What follows belongs to an exercise in optimizing a design on an open flow for small area; a production flow would make more cautious choices. Only simulation tests tie the RTL to the original design; equivalence was not proved. Power is estimated from default activity; no workload was simulated.

`design/flow/run.sh`:
```
#!/bin/bash
# synth_recipe.tcl (not shown) runs the flow's synth.tcl, then flattens the netlist and writes it again
# the make line also repeats each setting of config.mk as NAME=value (left out here)
make -C /OpenROAD-flow-scripts/flow DESIGN_CONFIG=/design/flow/config.mk WORK_HOME=/design/flow/orfs CLKGATE_MAP_FILE= SYNTH_SCRIPT=/design/flow/synth_recipe.tcl finish
```
`design/flow/config.mk`:
```
export PLATFORM = sky130hd
export DESIGN_NAME = uart_loopback
export DESIGN_NICKNAME = uart_loopback
export VERILOG_FILES = /design/flow/design.v
export SDC_FILE = /design/flow/constraint.sdc
export NUM_CORES = 4
export LEC_CHECK = 0
export CAP_MARGIN = 20
export CORE_MARGIN = 2
export CORE_UTILIZATION = 40
export SLEW_MARGIN = 20
```
`design/flow/constraint.sdc`:
```
create_clock -name core_clock -period 10.0 [get_ports {Clk}]
set_input_delay 2.0000 -clock core_clock [delete_from_list [all_inputs] [get_ports {Clk}]]
set_output_delay 2.0000 -clock core_clock [all_outputs]
set_load 0.01 [all_outputs]
```
`design/flow/design.v`:
```
module uart_loopback(
    Clk,
    Rst_n,
    uart_rx,
    uart_tx,
    DIO,
    SRCLK,
    RCLK
);
    input  Clk;
    input  Rst_n;
    input  uart_rx;
    output uart_tx;
    output DIO;
    output SRCLK;
    output RCLK;
    reg s1, s2, r1, r2;
    always @(posedge Clk or negedge Rst_n)
        if (!Rst_n) begin
            s1 <= 1'b0; s2 <= 1'b0; r1 <= 1'b0; r2 <= 1'b0;
        end else begin
            s1 <= uart_rx; s2 <= s1; r1 <= s2; r2 <= r1;
        end
    wire nedge = ~r1 & r2;
    reg       rx_on;       
    reg [4:0] rdiv;        
    reg       rtick;       
    reg [7:0] rcnt;        
    reg [2:0] acc;         
    reg [7:0] rsr;         
    reg       bdone;       
    wire r_is12  = (rcnt == 8'd12);
    wire r_is155 = (rcnt == 8'd155);
    wire r_is159 = (rcnt == 8'd159);
    wire acc_hi  = acc[2] | (acc[1] & acc[0]);    
    always @(posedge Clk or negedge Rst_n)
        if (!Rst_n) begin
            rcnt  <= 8'd0;
            rx_on <= 1'b0;
        end else begin
            if (r_is159 | (r_is12 & acc_hi))
                rcnt <= 8'd0;
            else if (rtick)
                rcnt <= rcnt + 8'd1;
            if (nedge)
                rx_on <= 1'b1;
            else if (bdone | (r_is12 & acc_hi) | (r_is155 & ~acc_hi))
                rx_on <= 1'b0;
        end
    always @(posedge Clk) begin
        if (rx_on && rdiv != 5'h13)
            rdiv <= {rdiv[3:0], ~(rdiv[4] ^ rdiv[2])};
        else
            rdiv <= 5'd0;
        rtick <= (rdiv == 5'h01);
        bdone <= r_is159;
    end
    always @(posedge Clk)
        if (rtick) begin
            if (rcnt[3:0] == 4'd0) begin
                acc <= 3'd0;
                rsr <= {acc[2], rsr[7:1]};
            end else if (rcnt[3:0] >= 4'd6 && rcnt[3:0] <= 4'd11)
                acc <= acc + {2'b0, s2};
        end
    localparam WZ = 2'd0, WI = 2'd1, WA = 2'd2, WB = 2'd3;
    reg [1:0]  wst;
    reg [5:0]  wcnt;       
    reg        wdone;
    reg [31:0] dr;
    reg [31:0] data;       
    reg        to_state;
    reg [13:0] tcnt;       
    reg        tflag;
    wire t_full = (tcnt == 14'h3e25);
    always @(posedge Clk or negedge Rst_n)
        if (!Rst_n)
            to_state <= 1'b0;
        else if (!uart_rx)
            to_state <= 1'b1;
        else if (bdone)
            to_state <= 1'b0;
    always @(posedge Clk) begin
        if (!to_state || bdone)
            tcnt <= 14'd0;
        else if (!t_full)
            tcnt <= {tcnt[12:0], ~(tcnt[13] ^ tcnt[1] ^ tcnt[0])};
        if (t_full)
            tflag <= 1'b1;
        else if (!wst[1])
            tflag <= 1'b0;
    end
    always @(posedge Clk or negedge Rst_n)
        if (!Rst_n)
            wst <= WZ;
        else case (wst)
            WZ:      wst <= WI;
            WI:      if (bdone) wst <= WA;
            WA:      if (tflag) wst <= WI; else if (bdone) wst <= WB;
            default: wst <= (wcnt[5:2] != 4'd0) ? WZ : WA;
        endcase
    always @(posedge Clk) begin
        case (wst)
            WZ: begin
                wdone <= 1'b0;
                wcnt  <= 6'd0;
                data  <= dr;
                dr    <= 32'd0;
            end
            WI: begin
                wdone <= 1'b0;
                if (bdone) begin
                    wcnt <= wcnt + 6'd1;
                    dr   <= {rsr, dr[31:8]};
                end else
                    dr   <= 32'd0;
            end
            WA:
                if (tflag)
                    wdone <= 1'b1;
                else if (bdone) begin
                    wcnt <= wcnt + 6'd1;
                    dr   <= {rsr, dr[31:8]};
                end
            default:
                if (wcnt[5:2] != 4'd0)
                    wdone <= 1'b1;
        endcase
    end
    reg [3:0]  tslot;
    reg [1:0]  tbyte;
    reg [8:0]  ttim;       
    reg [15:0] tcp;        
    wire t_last = (tbyte == 2'd3);
    wire t_end  = (tslot == 4'd14) ? ttim[4] :
                  (tslot == 4'd8)  ? (t_last ? (ttim == 9'h0d8) : (ttim == 9'h014)) :
                                     (ttim == 9'h0b6);
    always @(posedge Clk or negedge Rst_n)
        if (!Rst_n)
            tslot <= 4'd13;
        else if (tslot == 4'd13) begin
            if (wdone)
                tslot <= 4'd14;
        end else if (t_end)
            tslot <= (tslot == 4'd8) ? (t_last ? 4'd13 : 4'd15) : tslot + 4'd1;
    always @(posedge Clk)
        if (tslot == 4'd13) begin
            ttim  <= 9'd0;
            tbyte <= 2'd0;
        end else if (t_end) begin
            ttim <= 9'd0;
            if (tslot == 4'd8)
                tbyte <= tbyte + 2'd1;
        end else
            ttim <= {ttim[7:0], ~(ttim[8] ^ ttim[4])};
    always @(posedge Clk)
        if (tslot == 4'd14)
            tcp <= data[31:16];
    wire [31:0] tword = {tcp, data[15:0]};
    wire        tbit  = tword[{tbyte, tslot[2:0]}];
    assign uart_tx = ~((tslot == 4'd15) | (~tslot[3] & ~tbit));
    reg [5:0]  c6;         
    reg [11:0] hhi;        
    reg [2:0]  wsel;       
    reg        wrap_d;
    reg        dio_r, srclk_r;
    wire c_lo15 = (c6[3:0] == 4'd15);
    wire h_wrap = ((hhi & 12'hfee) == 12'hbea);
    always @(posedge Clk or negedge Rst_n)
        if (!Rst_n) begin
            c6   <= 6'd0;
            hhi  <= 12'd0;
            wsel <= 3'd0;
        end else begin
            c6 <= c6 + 6'd1;
            if (c_lo15)
                hhi <= h_wrap ? 12'd0 : {hhi[10:0], ~(hhi[11] ^ hhi[0])};
            if (wrap_d)
                wsel <= wsel + 3'd1;
        end
    always @(posedge Clk)
        wrap_d <= c_lo15 & h_wrap;
    wire [31:0] disp = {data[7:0], data[15:8], data[23:16], data[31:24]};
    wire [3:0]  nib  = disp[{wsel, 2'b00} +: 4];
    reg  [7:0]  seg;
    always @(*)
        case (nib)
            4'd0:  seg = 8'b1100_0000;
            4'd1:  seg = 8'b1111_1001;
            4'd2:  seg = 8'b1010_0100;
            4'd3:  seg = 8'b1011_0000;
            4'd4:  seg = 8'b1001_1001;
            4'd5:  seg = 8'b1001_0010;
            4'd6:  seg = 8'b1000_0010;
            4'd7:  seg = 8'b1111_1000;
            4'd8:  seg = 8'b1000_0000;
            4'd9:  seg = 8'b1001_0000;
            4'd10: seg = 8'b1000_1000;
            4'd11: seg = 8'b1000_0011;
            4'd12: seg = 8'b1100_0110;
            4'd13: seg = 8'b1010_0001;
            4'd14: seg = 8'b1000_0110;
            default: seg = 8'b1000_1110;
        endcase
    wire [2:0] pos = ~c6[4:2];
    wire seg_bit = seg[pos];
    wire sel_bit = (wsel == pos);
    wire dio_d   = c6[5] ? sel_bit : seg_bit;
    always @(posedge Clk or negedge Rst_n)
        if (!Rst_n) begin
            dio_r   <= 1'b0;
            srclk_r <= 1'b0;
        end else begin
            if (!c6[1])
                dio_r <= dio_d;
            srclk_r <= c6[1];
        end
    assign DIO   = dio_r;
    assign SRCLK = srclk_r;
    assign RCLK  = (c6 == 6'd1) | (c6 == 6'd2);
endmodule
```
==> results.sh, run 1 <==
export IMPL_fin_area_sq_um=8330
export IMPL_fin_crit_sh=0.495
export IMPL_io_buffers=6
export IMPL_ys_dominant_reg_cell="edfxtp_1"
export IMPL_synth_enable_flop_cells=98
export IMPL_ys_warnings_count=1
export IMPL_yosysSeqAreaShare=0.631
export IMPL_crit_fanout=13
export IMPL_final_cell_mix="edfxtp_1, and2_1, nand2_1"
export IMPL_p_total_mw=1.62
export IMPL_grt_overflow=0
export IMPL_core_sq_um=18100
export IMPL_hp_class="reg2reg"
export IMPL_syn_to_final_growth_pct=11.8
export IMPL_clk_latency_ps=420
export IMPL_maxSlewViolCount=0
export IMPL_post_cts_setup_buffers=0
export IMPL_startpoint_type="register"
export IMPL_start_util=0.411
export IMPL_grt_use_total=0.135
export IMPL_grt_pass1_wl_um=20900
export IMPL_cp_slowest_stage_delay_ps=760
export IMPL_drtIter0Drc=241
export IMPL_cp_arrival_ps=2950
export IMPL_power_density_nw_per_um2=194
export IMPL_power_leakage_nw=3.17
export IMPL_post_cts_resized=0
export IMPL_pwr_share_clk=0.410
export IMPL_antenna_found_initial=0
export IMPL_async_reset_ff_frac=0.246
export IMPL_first_pass_iters=4
export IMPL_chipHeight_um=141
export IMPL_antenna_left=0
export IMPL_io_pin_count=7
export IMPL_power_frac_comb=0.063
export IMPL_fillers=1626
export IMPL_grt_pass1_vias=4111
export IMPL_worstSetupPathType="reg2out"
export IMPL_rsz0062_at_grt="no"
export IMPL_cts_htree_levels=4
export IMPL_crit_chain="mux4_2 > mux4_2 > mux2i_1 > o21ai_0 > clkdlybuf4s50_1"
export IMPL_grt_max_degree=44
export IMPL_run_status="finished clean"
export IMPL_cts_tree="built"
export IMPL_ys_ff_latch=175
export IMPL_finalHoldWorstSlack_ps=353
export IMPL_die_x_um=141
export IMPL_wl_per_cell_um=15.3
export IMPL_vias=4101
export IMPL_vias_per_cell=5.09
export IMPL_cts_buffers=17
export IMPL_end_kind="primary output"
export IMPL_p_seq_frac=0.527
export IMPL_cp_required_ps=8000
export IMPL_hold_buffers=0
export IMPL_clockBufferDepth=2
export IMPL_ys_types=59
export IMPL_max_cap_violations=0
export IMPL_clkSinkCount=175
export IMPL_fmax_ghz=0.202
export IMPL_postSynthCellCount=555
export IMPL_worst_pin_slew_ps=775
export IMPL_p_sw_frac=0.224
export IMPL_cpMaxStageDelayCell="dfstp_2"
export IMPL_row_count=49
export IMPL_min_period_ps=4950
export IMPL_tns_ps=0
export IMPL_routed_wl_um=12400
export IMPL_postPlaceCellArea_sq_um=7730
export IMPL_final_nets=593
export IMPL_hpwl_um=8310
export IMPL_syn_nets=584
export IMPL_cts_root_buf="clkbuf_16"
export IMPL_relSlewSlack=0.478
export IMPL_p_int_mw=1.26
export IMPL_ir_worst_vdd_v=0.000139
export IMPL_dieArea_sq_um=19700
export IMPL_syn_avg_cell_area_sq_um=13.4
export IMPL_finalHoldViolations=0
export IMPL_layout_commonest_cell="edfxtp_1"
export IMPL_gp_congestion=0.772
export IMPL_finalClockSkew_ps=11.4
export IMPL_netlist_area_sq_um=7450
export IMPL_path_common_cell="mux4_2"
export IMPL_num_antenna_cells=0
export IMPL_p_switching_uw=363
export IMPL_drive_gt1_frac=0.102
export IMPL_setup_viol=0
export IMPL_drcViolationCount=0
export IMPL_path_clk_slew_ps=60
synth_stat cells, drive strengths merged, types with 2 or more instances:
cell type	instances	area, sq um
o31ai	7	52.6
dfxtp	34	681
nor3b	4	35.0
or4	2	15.0
nand4	7	43.8
and2	60	378
dfstp	3	78.8
and4	2	17.5
nand3	8	40.0
a21boi	2	15.0
xnor2	14	123
o221ai	2	17.5
nand4b	2	17.5
inv	17	63.8
and3	3	18.8
edfxtp	98	2940
o21ai	7	35.0
mux4	18	420
nor3	7	35.0
nor4	6	37.5
or3	4	25.0
ha	26	325
a31oi	3	18.8
mux2i	14	153
nor2	30	113
dfrtp	40	1000
xor2	11	96.3
mux2	3	33.8
a21o	2	15.0
buf	5	37.5
a21oi	24	120
clkbuf	15	57.6
nand2	47	176
nor2b	10	62.6
final timing paths:
kind,slack (ps),startpoint,cells past startpoint,end
min in group asynchronous,1580,Rst_n,1,tslot[1]$_DFFE_PN0P_
max in group asynchronous,8000,Rst_n,1,rx_on$_DFFE_PN0P_
min,350,s1$_DFF_PN0_,0,s2$_DFF_PN0_
min reg2reg,350,s1$_DFF_PN0_,0,s2$_DFF_PN0_
max,5050,tslot[0]$_DFFE_PN1P_,5,uart_tx
max reg2reg,6600,wsel[0]$_DFFE_PN0P_,8,dio_r$_DFFE_PN0N_
metrics by stage:
step                      worst slack (ps)  cells  utilization
after floorplan                       5960    555            -
after CTS                             5010    806        0.459
after global routing                  4840    806        0.459
final                                 5050    806        0.459
after detailed placement              5470    774        0.426
after global placement                5470    774        0.426
worst max-delay path, delay by kind of cell, from the launching register on:
kind / cells / cell delay (ps)
AOI/OAI and AO/OA: 1 / 90
buffers and inverters: 1 / 480
DFF: 1 / 760
muxes: 3 / 1200
per-layer routing:
layer  vias up  wire length (um)  global-route usage
met4         0                78              0.0421
met2        49              6180               0.223
li1       2015                 -                   -
met3         8               338              0.0376
met1      2029              5770               0.175
met5         -                 0                   0
logic make-up (layout without fill, tap and decap cells):
| logic type | after synthesis | in the layout | synth area share |
|---|---|---|---|
| AOI/OAI and AO/OA | 58 | 58 | 0.0497 |
| xor gates and xnor gates | 25 | 25 | 0.0294 |
| and+or+nand+nor | 198 | 198 | 0.143 |
| muxes | 35 | 35 | 0.0814 |
| buffers and inverters | 38 | 60 | 0.0218 |
| DFF | 175 | 175 | 0.631 |
| adders and majority gates | 26 | 26 | 0.0436 |
power groups by stage:
stage / registers [mW] / logic, mW / clock network, mW
after detailed placement: 0.868 / 0.103 / 0
final: 0.854 / 0.101 / 0.665
after CTS: 0.854 / 0.104 / 0.683
after global placement: 0.865 / 0.0979 / 0
after global routing: 0.863 / 0.119 / 0.711
after floorplan: 0.853 / 0.0886 / 0
registers in the layout, indices dropped and copies added, names as in the netlist, 2 cells and up:
name and cells:
acc 3, c6 6, data 32, dr 32
hhi 12, rcnt 8, rdiv 5, rsr 8
tbyte 2, tcnt 14, tcp 16, tslot 4
ttim 9, wcnt 6, wsel 3, wst 2
cell type report:
type                    instances  area, sq um  area share
clock inverters                15          169      0.0203
repair buffers                 10         87.6      0.0105
well taps                     229          287      0.0344
flip-flops and latches        175         4700       0.564
inverters                      18         67.6     0.00811
clock buffers                  17          425      0.0511
multi-input cells             342         2590       0.311
==> inputs of run 2 (changes only) <==
--- a/design/flow/config.mk
+++ b/design/flow/config.mk
@@ -8,4 +8,5 @@
 export CAP_MARGIN = 20
 export CORE_MARGIN = 2
-export CORE_UTILIZATION = 40
+export CORE_UTILIZATION = 60
+export CTS_BUF_LIST = sky130_fd_sc_hd__clkbuf_8
 export SLEW_MARGIN = 20
==> results.sh, run 2 <==
export IMPL_clockBufferDepth=2
export IMPL_grt_pass1_vias=3948
export IMPL_end_kind="primary output"
export IMPL_die_x_um=115
export IMPL_dieArea_sq_um=13300
export IMPL_cp_slowest_stage_delay_ps=770
export IMPL_power_leakage_nw=3.11
export IMPL_wl_per_cell_um=15.8
export IMPL_gp_congestion=0.793
export IMPL_cpMaxStageDelayCell="dfstp_2"
export IMPL_maxSlewViolCount=0
export IMPL_fillers=888
export IMPL_final_cell_mix="edfxtp_1, and2_1, nand2_1"
export IMPL_drive_gt1_frac=0.102
export IMPL_post_cts_resized=0
export IMPL_yosysMostFrequentCell="edfxtp_1"
export IMPL_hold_buffers=0
export IMPL_num_antenna_cells=0
export IMPL_final_nets=593
export IMPL_r2r_start="wsel[0]$_DFFE_PN0P_"
export IMPL_worstSetupPathType="reg2out"
export IMPL_startpoint_type="register"
export IMPL_yosysTopAreaCellShare=0.395
export IMPL_io_buffers=6
export IMPL_ys_types=59
export IMPL_power_density_nw_per_um2=176
export IMPL_relSlewSlack=0.493
export IMPL_crit_chain="mux4_2 > mux4_2 > mux2i_1 > o21ai_0 > clkdlybuf4s50_1"
export IMPL_ys_warnings_count=1
export IMPL_synth_enable_flop_cells=98
export IMPL_max_cap_violations=0
export IMPL_ys_top_cells_by_area="edfxtp_1, dfrtp_1, dfxtp_1"
export IMPL_cp_arrival_ps=2990
export IMPL_path_clk_slew_ps=100
export IMPL_netlist_area_sq_um=7450
export IMPL_cts_root_buf="clkbuf_8"
export IMPL_rsz0062_at_grt="no"
export IMPL_clk_latency_ps=460
export IMPL_io_pin_count=7
export IMPL_yosysSeqAreaShare=0.631
export IMPL_drcViolationCount=0
export IMPL_cts_buffers=17
export IMPL_grt_use_total=0.198
export IMPL_ir_worst_vdd_v=0.000145
export IMPL_cp_required_ps=8000
export IMPL_min_period_ps=4990
export IMPL_row_count=40
export IMPL_routed_wl_um=11800
export IMPL_synth_area_leader_cell="edfxtp_1"
export IMPL_drtIter0Drc=349
export IMPL_postSynthCellCount=555
export IMPL_cts_tree="built"
export IMPL_startpoint="tslot[0]$_DFFE_PN1P_"
export IMPL_start_util=0.618
export IMPL_grt_overflow=0
export IMPL_path_common_cell="mux4_2"
export IMPL_final_util=0.669
export IMPL_grt_pass1_wl_um=20000
export IMPL_hpwl_um=7950
export IMPL_post_cts_setup_buffers=0
export IMPL_async_reset_ff_frac=0.246
export IMPL_antenna_left=0
export IMPL_finalClockSkew_ps=10.6
export IMPL_crit_fanout=13
export IMPL_chipHeight_um=115
export IMPL_fin_crit_sh=0.499
export IMPL_vias=4135
export IMPL_clkSinkCount=175
export IMPL_ys_dominant_reg_cell="edfxtp_1"
export IMPL_cts_htree_levels=4
export IMPL_syn_nets=584
export IMPL_worst_pin_slew_ps=754
export IMPL_layout_commonest_cell="edfxtp_1"
export IMPL_syn_avg_cell_area_sq_um=13.4
export IMPL_top_regs="data: 32 flops, dr: 32 flops, tcp: 16 flops"
export IMPL_hold_start="s1$_DFF_PN0_"
export IMPL_grt_max_degree=44
export IMPL_hp_class="reg2reg"
export IMPL_core_sq_um=12100
export IMPL_finalHoldViolations=0
export IMPL_ys_ff_latch=175
export IMPL_setup_viol=0
export IMPL_tns_ps=0
export IMPL_synth_common_cells="edfxtp_1, and2_1, nand2_1"
export IMPL_run_status="finished clean"
export IMPL_fmax_ghz=0.201
export IMPL_first_pass_iters=5
export IMPL_syn_to_final_growth_pct=8.27
export IMPL_antenna_found_initial=0
export IMPL_vias_per_cell=5.55
## run 2: path summary, 6_finish.rpt
kind / to / slack (ps) / depth (start not counted)
worst max-delay path: uart_tx / 5010 / 5
worst min-delay path: s2$_DFF_PN0_ / 360 / 0
worst max register to register: dio_r$_DFFE_PN0N_ / 6570 / 8
worst min register to register: s2$_DFF_PN0_ / 360 / 0
max in group asynchronous: wst[0]$_DFFE_PN0P_ / 8070 / 1
min in group asynchronous: tslot[1]$_DFFE_PN0P_ / 1540 / 1
## run 2: worst max-delay path, delay by kind of cell (launching register included)
family	cells	cell delay (ps)
buffers and inverters	1	480
flip-flops	1	770
multiplexers	3	1200
AO/OA/AOI/OAI	1	90
## run 2: power by group
group / total (mW) / internal [mW] / switching, mW
combinational: 0.0998 / 0.0539 / 0.0458
sequential: 0.852 / 0.811 / 0.0413
clock: 0.472 / 0.206 / 0.266
total: 1.42 / 1.07 / 0.354
## run 2: routing by layer
| layer | track usage | share of wire | vias up |
|---|---|---|---|
| li1 | - | - | 2012 |
| met1 | 0.289 | 0.49 | 2042 |
| met2 | 0.291 | 0.46 | 68 |
| met3 | 0.0565 | 0.036 | 13 |
| met4 | 0.0651 | 0.013 | 0 |
| met5 | 0 | 0 | - |
## run 2: per-stage QoR
stage	total power [mW]	hold slack, ps	worst slack, ps	instance area (sq um)	instances
6_report	1.42	357	5010	8070	745
5_1_grt	1.50	372	4810	8070	745
4_1_cts	1.44	359	4950	8040	744
3_5_place_dp	0.970	338	5480	7660	712
3_3_place_gp	0.963	348	5480	7660	712
2_1_floorplan	0.941	331	5960	7450	555
## run 2: kinds of logic (layout without fill, tap and decap cells)
| group | count (synthesis) | count (layout) | share of synthesized area |
|---|---|---|---|
| and+or+nand+nor | 198 | 198 | 0.143 |
| DFF | 175 | 175 | 0.631 |
| AOI/OAI and AO/OA | 58 | 58 | 0.0497 |
| buffers and inverters | 38 | 60 | 0.0218 |
| muxes | 35 | 35 | 0.0814 |
| adders and majority gates | 26 | 26 | 0.0436 |
| xor gates and xnor gates | 25 | 25 | 0.0294 |
## run 2: area by class of cell
class	instances	area, sq um	area share
inverter	18	67.6	0.00837
tap	168	210	0.0260
multi-input combinational	342	2600	0.322
sequential	175	4700	0.583
clock buffer	17	234	0.0290
clock inverter	15	149	0.0184
timing repair buffer	10	108	0.0133
==> inputs of run 3 (changes only) <==
==> design/flow/flow/run.sh (new file) <==
#!/bin/bash
# Standard ORFS layout with a leaner clock tree (no dummy loads, clkbuf_8)
# and minimum-size port buffers. Each tool's output goes to its own log.
set -uo pipefail
export CTS_ARGS="-sink_clustering_enable -repair_clock_nets -dont_use_dummy_load -buf_list sky130_fd_sc_hd__clkbuf_8"
export BUFFER_PORTS_ARGS="-buffer_cell sky130_fd_sc_hd__buf_1"
bash standard.sh > standard_flow.log 2>&1
status=$?
cp -r orfs/logs/*/uart_loopback/base ./orfs_logs 2>/dev/null || true
exit $status
==> design/flow/standard.sh (new file) <==
#!/bin/bash
# synth_recipe.tcl (not shown) runs the flow's synth.tcl, then flattens the netlist and writes it again
# the make line also repeats each setting of config.mk as NAME=value (left out here)
make -C /OpenROAD-flow-scripts/flow DESIGN_CONFIG=/design/flow/config.mk WORK_HOME=/design/flow/orfs CLKGATE_MAP_FILE= SYNTH_SCRIPT=/design/flow/synth_recipe.tcl "${@:-finish}"
--- a/design/flow/config.mk
+++ b/design/flow/config.mk
@@ -6,7 +6,6 @@
 export NUM_CORES = 4
 export LEC_CHECK = 0
-export CAP_MARGIN = 20
+export CAP_MARGIN = 0
 export CORE_MARGIN = 2
 export CORE_UTILIZATION = 60
-export CTS_BUF_LIST = sky130_fd_sc_hd__clkbuf_8
-export SLEW_MARGIN = 20
+export SLEW_MARGIN = 0
removed: design/flow/run.sh
==> results.sh, run 3 <==
export IMPL_run_status="finished clean"
export IMPL_drcViolationCount=0
export IMPL_yosysMostFrequentCell="edfxtp_1"
export IMPL_clockBufferDepth=2
export IMPL_yosysTopAreaCellShare=0.395
export IMPL_finalHoldViolations=0
export IMPL_cp_required_ps=8000
export IMPL_cp_arrival_ps=2620
export IMPL_die_x_um=115
export IMPL_synth_area_leader_cell="edfxtp_1"
export IMPL_min_period_ps=4620
export IMPL_finalClockSkew_ps=40.3
export IMPL_max_cap_violations=0
export IMPL_grtUsageMet1=0.283
export IMPL_end_kind="primary output"
export IMPL_ys_types=59
export IMPL_cts_root_buf="clkbuf_8"
export IMPL_reg2reg_depth=8
export IMPL_synth_common_cells="edfxtp_1, and2_1, nand2_1"
export IMPL_layout_commonest_cell="edfxtp_1"
export IMPL_fillers=912
export IMPL_io_buffers=6
export IMPL_async_reset_ff_frac=0.246
export IMPL_cts_htree_levels=4
export IMPL_register_area_sq_um=4700
export IMPL_syn_avg_cell_area_sq_um=13.4
export IMPL_dieArea_sq_um=13300
export IMPL_final_nets=593
export IMPL_use_met3=0.0617
export IMPL_rr_endpoint="dio_r$_DFFE_PN0N_"
export IMPL_syn_to_final_growth_pct=5.56
export IMPL_hp_class="reg2reg"
export IMPL_setup_viol=0
export IMPL_tns_ps=0
export IMPL_vias_per_cell=5.63
export IMPL_fin_ws_ps=5380
export IMPL_core_sq_um=12100
export IMPL_drive_gt1_frac=0.0819
export IMPL_hold_buffers=0
export IMPL_postSynthCellCount=555
export IMPL_grt_use_total=0.201
export IMPL_hpwl_um=8110
export IMPL_yosysSeqAreaShare=0.631
export IMPL_io_pin_count=7
export IMPL_crit_fanout=13
export IMPL_path_clk_slew_ps=80
export IMPL_gp_congestion=0.816
export IMPL_antenna_left=0
export IMPL_holdPathEnd="s2$_DFF_PN0_"
export IMPL_rrSetupSlack_ps=6620
export IMPL_row_count=40
export IMPL_wl_per_cell_um=16.3
export IMPL_synth_enable_flop_cells=98
export IMPL_antenna_found_initial=0
export IMPL_clk_latency_ps=460
export IMPL_hold_start="s1$_DFF_PN0_"
export IMPL_hold_path_depth=0
export IMPL_top_usage_layer="met2"
export IMPL_grt_use_met2=0.304
export IMPL_power_density_nw_per_um2=167
export IMPL_relSlewSlack=0.290
export IMPL_ys_dominant_reg_cell="edfxtp_1"
export IMPL_worstSetupPathType="reg2out"
export IMPL_ys_ff_latch=175
export IMPL_grt_pass1_vias=4033
export IMPL_first_pass_iters=4
export IMPL_drtIter0Drc=379
export IMPL_fin_crit_sh=0.462
export IMPL_start_util=0.618
export IMPL_netlist_area_sq_um=7450
export IMPL_vias=4111
export IMPL_r2r_start="wsel[0]$_DFFE_PN0P_"
export IMPL_rsz0062_at_grt="no"
export IMPL_top_regs="data: 32 flops, dr: 32 flops, tcp: 16 flops"
export IMPL_routed_wl_um=11900
export IMPL_maxSlewViolCount=0
export IMPL_pre_cts_slack_ps=5790
export IMPL_grt_overflow=0
export IMPL_grt_pass1_wl_um=20200
export IMPL_fmax_ghz=0.216
export IMPL_clkSinkCount=175
export IMPL_num_antenna_cells=0
export IMPL_startpoint_type="register"
export IMPL_cts_buffers=17
export IMPL_post_cts_setup_buffers=0
export IMPL_ys_warnings_count=1
export IMPL_ir_worst_vdd_v=0.000183
export IMPL_finalHoldWorstSlack_ps=368
export IMPL_grt_max_degree=39
export IMPL_power_leakage_nw=3.01
export IMPL_final_util=0.652
export IMPL_post_cts_resized=0
export IMPL_cts_tree="built"
export IMPL_chipHeight_um=115
export IMPL_ys_top_cells_by_area="edfxtp_1, dfrtp_1, dfxtp_1"
export IMPL_worst_pin_slew_ps=1060
export IMPL_syn_nets=584
export IMPL_multi_input_area_sq_um=2600
export IMPL_final_cell_mix="edfxtp_1, and2_1, nand2_1"
==> run 3: cell counts after synthesis <==
Identical to the previous run, type by type.
==> run 3: worst max-delay path by stage <==
stage / to / startpoint
floorplan: dr[0]$_DFFE_PP_ / wst[0]$_DFFE_PN0P_
global placement: uart_tx / tslot[0]$_DFFE_PN1P_
detailed placement: uart_tx / tslot[0]$_DFFE_PN1P_
CTS: uart_tx / tslot[0]$_DFFE_PN1P_
global route: uart_tx / tslot[0]$_DFFE_PN1P_
finish: uart_tx / tslot[0]$_DFFE_PN1P_
==> run 3: worst max-delay path, cell delays in order, from the launching register on <==
cell and delay (ps):
dfstp_2 750, mux4_2 570, mux4_2 470, mux2i_1 190
o21ai_0 90, buf_1 130
==> run 3: cell families after synthesis <==
group / after synthesis / share of synthesized area
AOI/OAI and AO/OA: 58 / 0.0497
adders and majority gates: 26 / 0.0436
buffers and inverters: 38 / 0.0218
xor gates and xnor gates: 25 / 0.0294
and+or+nand+nor: 198 / 0.143
muxes: 35 / 0.0814
DFF: 175 / 0.631
==> run 3: area by class of cell <==
class,count,share of cell area
Clock buffer,17,0.0297
Inverter,18,0.00859
Multi-Input combinational cell,342,0.330
Sequential cell,175,0.598
Tap cell,168,0.0267
Timing Repair Buffer,10,0.00684
==> run 3: where the power goes <==
part	leakage (nW)	switching (mW)	internal, mW
Clock	0.122	0.209	0.150
Combinational	1.08	0.0474	0.0539
Sequential	1.81	0.0423	0.811
Total	3.01	0.299	1.02
==> run 3: metrics by stage <==
| stage | power, mW | instances | area [sq um] |
|---|---|---|---|
| after floorplan | 0.941 | 555 | 7450 |
| after global placement | 0.964 | 713 | 7630 |
| after detailed placement | 0.971 | 713 | 7630 |
| after CTS | 1.33 | 730 | 7870 |
| after global routing | 1.38 | 730 | 7870 |
| final | 1.31 | 730 | 7870 |
==> run 3: routing by layer <==
layer,routed length (um),share of wire
met1,5770,0.49
met2,5590,0.47
met3,345,0.029
met4,166,0.014
met5,0,0
==> inputs of run 4 (changes only) <==
--- a/design/flow/config.mk
+++ b/design/flow/config.mk
@@ -6,6 +6,6 @@
 export NUM_CORES = 4
 export LEC_CHECK = 0
-export CAP_MARGIN = 0
+export CAP_MARGIN = 20
 export CORE_MARGIN = 2
 export CORE_UTILIZATION = 60
-export SLEW_MARGIN = 0
+export SLEW_MARGIN = 20
==> results.sh, run 4 <==
export IMPL_run_status="finished clean"
export IMPL_ys_warnings_count=1
export IMPL_max_cap_violations=0
export IMPL_chipHeight_um=115
export IMPL_yosysSeqAreaShare=0.631
export IMPL_routed_wl_um=11900
export IMPL_rsz0062_at_grt="no"
export IMPL_row_count=40
export IMPL_cts_buffers=17
export IMPL_power_leakage_nw=3.02
export IMPL_worstSetupPathType="reg2out"
export IMPL_core_sq_um=12100
export IMPL_startpoint_type="register"
export IMPL_synth_common_cells="edfxtp_1, and2_1, nand2_1"
export IMPL_cp_required_ps=8000
export IMPL_hold_buffers=0
export IMPL_start_util=0.618
export IMPL_gp_congestion=0.816
export IMPL_finalHoldViolations=0
export IMPL_fin_crit_sh=0.463
export IMPL_synth_compound_area_share=0.0497
export IMPL_hp_class="reg2reg"
export IMPL_num_antenna_cells=0
export IMPL_final_util=0.655
export IMPL_ir_worst_vdd_v=0.000170
export IMPL_clk_latency_ps=460
export IMPL_fin_ws_ps=5370
export IMPL_final_cell_mix="edfxtp_1, and2_1, nand2_1"
export IMPL_dr_wl_met3_um=404
export IMPL_end_kind="primary output"
export IMPL_finalClockSkew_ps=39.5
export IMPL_crit_family="multiplexers"
export IMPL_drive_gt1_frac=0.0835
export IMPL_grt_max_degree=39
export IMPL_maxSlewViolCount=0
export IMPL_dieArea_sq_um=13300
export IMPL_synthMuxAreaShare=0.0814
export IMPL_ys_types=59
export IMPL_path_buf_inv=1
export IMPL_path_common_cell="mux4_2"
export IMPL_pre_cts_slack_ps=5790
export IMPL_cts_tree="built"
export IMPL_vias=4084
export IMPL_final_nets=594
export IMPL_postSynthCellCount=555
export IMPL_antenna_found_initial=0
export IMPL_power_density_nw_per_um2=167
export IMPL_ys_top_cells_by_area="edfxtp_1, dfrtp_1, dfxtp_1"
export IMPL_netlist_area_sq_um=7450
export IMPL_synth_top_family_by_area="simple AND/OR/NAND/NOR gates"
export IMPL_first_pass_iters=4
export IMPL_io_buffers=6
export IMPL_syn_nets=584
export IMPL_dr_wl_met2_um=5660
export IMPL_die_x_um=115
export IMPL_ys_dominant_reg_cell="edfxtp_1"
export IMPL_yosys_area_share_simple=0.143
export IMPL_fillers=910
export IMPL_antenna_left=0
export IMPL_syn_avg_cell_area_sq_um=13.4
export IMPL_cts_root_buf="clkbuf_8"
export IMPL_cp_slowest_stage_delay_ps=750
export IMPL_wl_per_cell_um=16.3
export IMPL_synth_enable_flop_cells=98
export IMPL_grt_overflow=0
export IMPL_grt_pass1_vias=4033
export IMPL_hpwl_um=8110
export IMPL_syn_to_final_growth_pct=5.92
export IMPL_async_reset_ff_frac=0.246
export IMPL_fmax_ghz=0.216
export IMPL_crit_chain="mux4_2 > mux4_2 > mux2i_1 > o21ai_0 > buf_1"
export IMPL_cpMaxStageDelayCell="dfstp_2"
export IMPL_crit_fanout=13
export IMPL_synth_area_leader_cell="edfxtp_1"
export IMPL_drtIter0Drc=382
export IMPL_cp_arrival_ps=2630
export IMPL_clockBufferDepth=2
export IMPL_min_period_ps=4630
export IMPL_post_cts_resized=0
export IMPL_top_layer="met4"
export IMPL_path_clk_slew_ps=80
export IMPL_layout_commonest_cell="edfxtp_1"
export IMPL_setup_viol=0
export IMPL_grt_use_total=0.201
export IMPL_post_cts_setup_buffers=0
export IMPL_io_pin_count=7
export IMPL_yosysTopAreaCellShare=0.395
export IMPL_synthAdderAreaFrac=0.0436
export IMPL_worst_pin_slew_ps=750
export IMPL_vias_per_cell=5.59
export IMPL_drcViolationCount=0
export IMPL_grt_pass1_wl_um=20200
export IMPL_yosysMostFrequentCell="edfxtp_1"
export IMPL_tns_ps=0
export IMPL_relSlewSlack=0.495
export IMPL_drt_met1_wl_um=5710
export IMPL_clkSinkCount=175
export IMPL_cts_htree_levels=4
export IMPL_top_regs="data: 32 flops, dr: 32 flops, tcp: 16 flops"
export IMPL_ys_ff_latch=175
export IMPL_synth_xor_area_frac=0.0294
==> run 4: cell counts after synthesis <==
No cell type changed its count.
==> run 4: per-layer routing <==
metal  up-vias  GRT usage
met5         -          0
met4         0     0.0675
met3        11     0.0617
met2        60      0.304
met1      2014      0.283
li1       1999          -
==> run 4: power breakdown <==
group / internal (mW) / switching (mW) / total, mW / leakage [nW]
clock network: 0.150 / 0.211 / 0.361 / 0.122
logic: 0.0539 / 0.0473 / 0.101 / 1.09
registers: 0.811 / 0.0423 / 0.854 / 1.81
total: 1.02 / 0.300 / 1.32 / 3.02
==> run 4: worst paths after layout <==
kind,to,cells after the start,slack [ps],from
max,uart_tx,5,5370,tslot[0]$_DFFE_PN1P_
min,s2$_DFF_PN0_,0,370,s1$_DFF_PN0_
max reg2reg,dio_r$_DFFE_PN0N_,8,6630,wsel[0]$_DFFE_PN0P_
min reg2reg,s2$_DFF_PN0_,0,370,s1$_DFF_PN0_
max in group asynchronous,rcnt[5]$_DFFE_PN0P_,2,7900,Rst_n
min in group asynchronous,dio_r$_DFFE_PN0N_,1,1390,Rst_n
==> run 4: worst reg2reg max path: cells and delay by family, from the launching register on <==
| family | cells | cell delay [ps] |
|---|---|---|
| flops | 1 | 750 |
| mux | 2 | 1170 |
| simple gates | 1 | 380 |
| fa+ha+maj | 1 | 280 |
| compound gates | 3 | 520 |
| buf+inv | 1 | 180 |
==> run 4: cell families after synthesis <==
group           count (synthesis)
compound gates                 58
mux                            35
flops                         175
xor+xnor                       25
simple gates                  198
buf+inv                        38
fa+ha+maj                      26
==> run 4: layout make-up <==
type,count,area [sq um],share of cell area
clock buffers,17,234,0.0296
repair buffers,11,81.3,0.0103
inverters,18,67.6,0.00856
well taps,168,210,0.0266
multi-input cells,342,2600,0.329
flip-flops and latches,175,4700,0.596
==> run 4: metrics by stage <==
stage | power [mW] | instances | instance area, sq um | hold WS [ps]
3_3_place_gp | 0.964 | 713 | 7630 | 342
4_1_cts | 1.33 | 730 | 7870 | 371
2_1_floorplan | 0.941 | 555 | 7450 | 331
3_5_place_dp | 0.971 | 713 | 7630 | 351
6_report | 1.32 | 731 | 7900 | 368
5_1_grt | 1.38 | 731 | 7900 | 390

-- re-timing with driven ports --
No port has a modelled driver above. Below, the same layouts with a new extraction and two added sets of constraints. Step 1 sets driving cells, clkbuf_16 on the clock port and buf_2 on the other inputs (assumed; they add their load-dependent delay and slew). Step 2 moves the port delays by t, midway between the first and last clock arrival at a register: inputs arrive t later, outputs are due t later. That takes back most of the time a late clock gives input paths. a / b / c = no drivers / after step 1 / after step 2; a / b = the first two.
run | shift t [ns] | setup WS [ns] | worst register clock-pin slew, ns
run 1 | 0.457 | 5.050 / 5.010 / 5.467 | 0.07 / 0.07
run 2 | 0.484 | 5.015 / 4.980 / 5.464 | 0.10 / 0.10
run 3 | 0.476 | 5.377 / 5.342 / 5.818 | 0.10 / 0.10
run 4 | 0.477 | 5.368 / 5.334 / 5.811 | 0.10 / 0.10
After both steps every run listed still meets setup and hold.
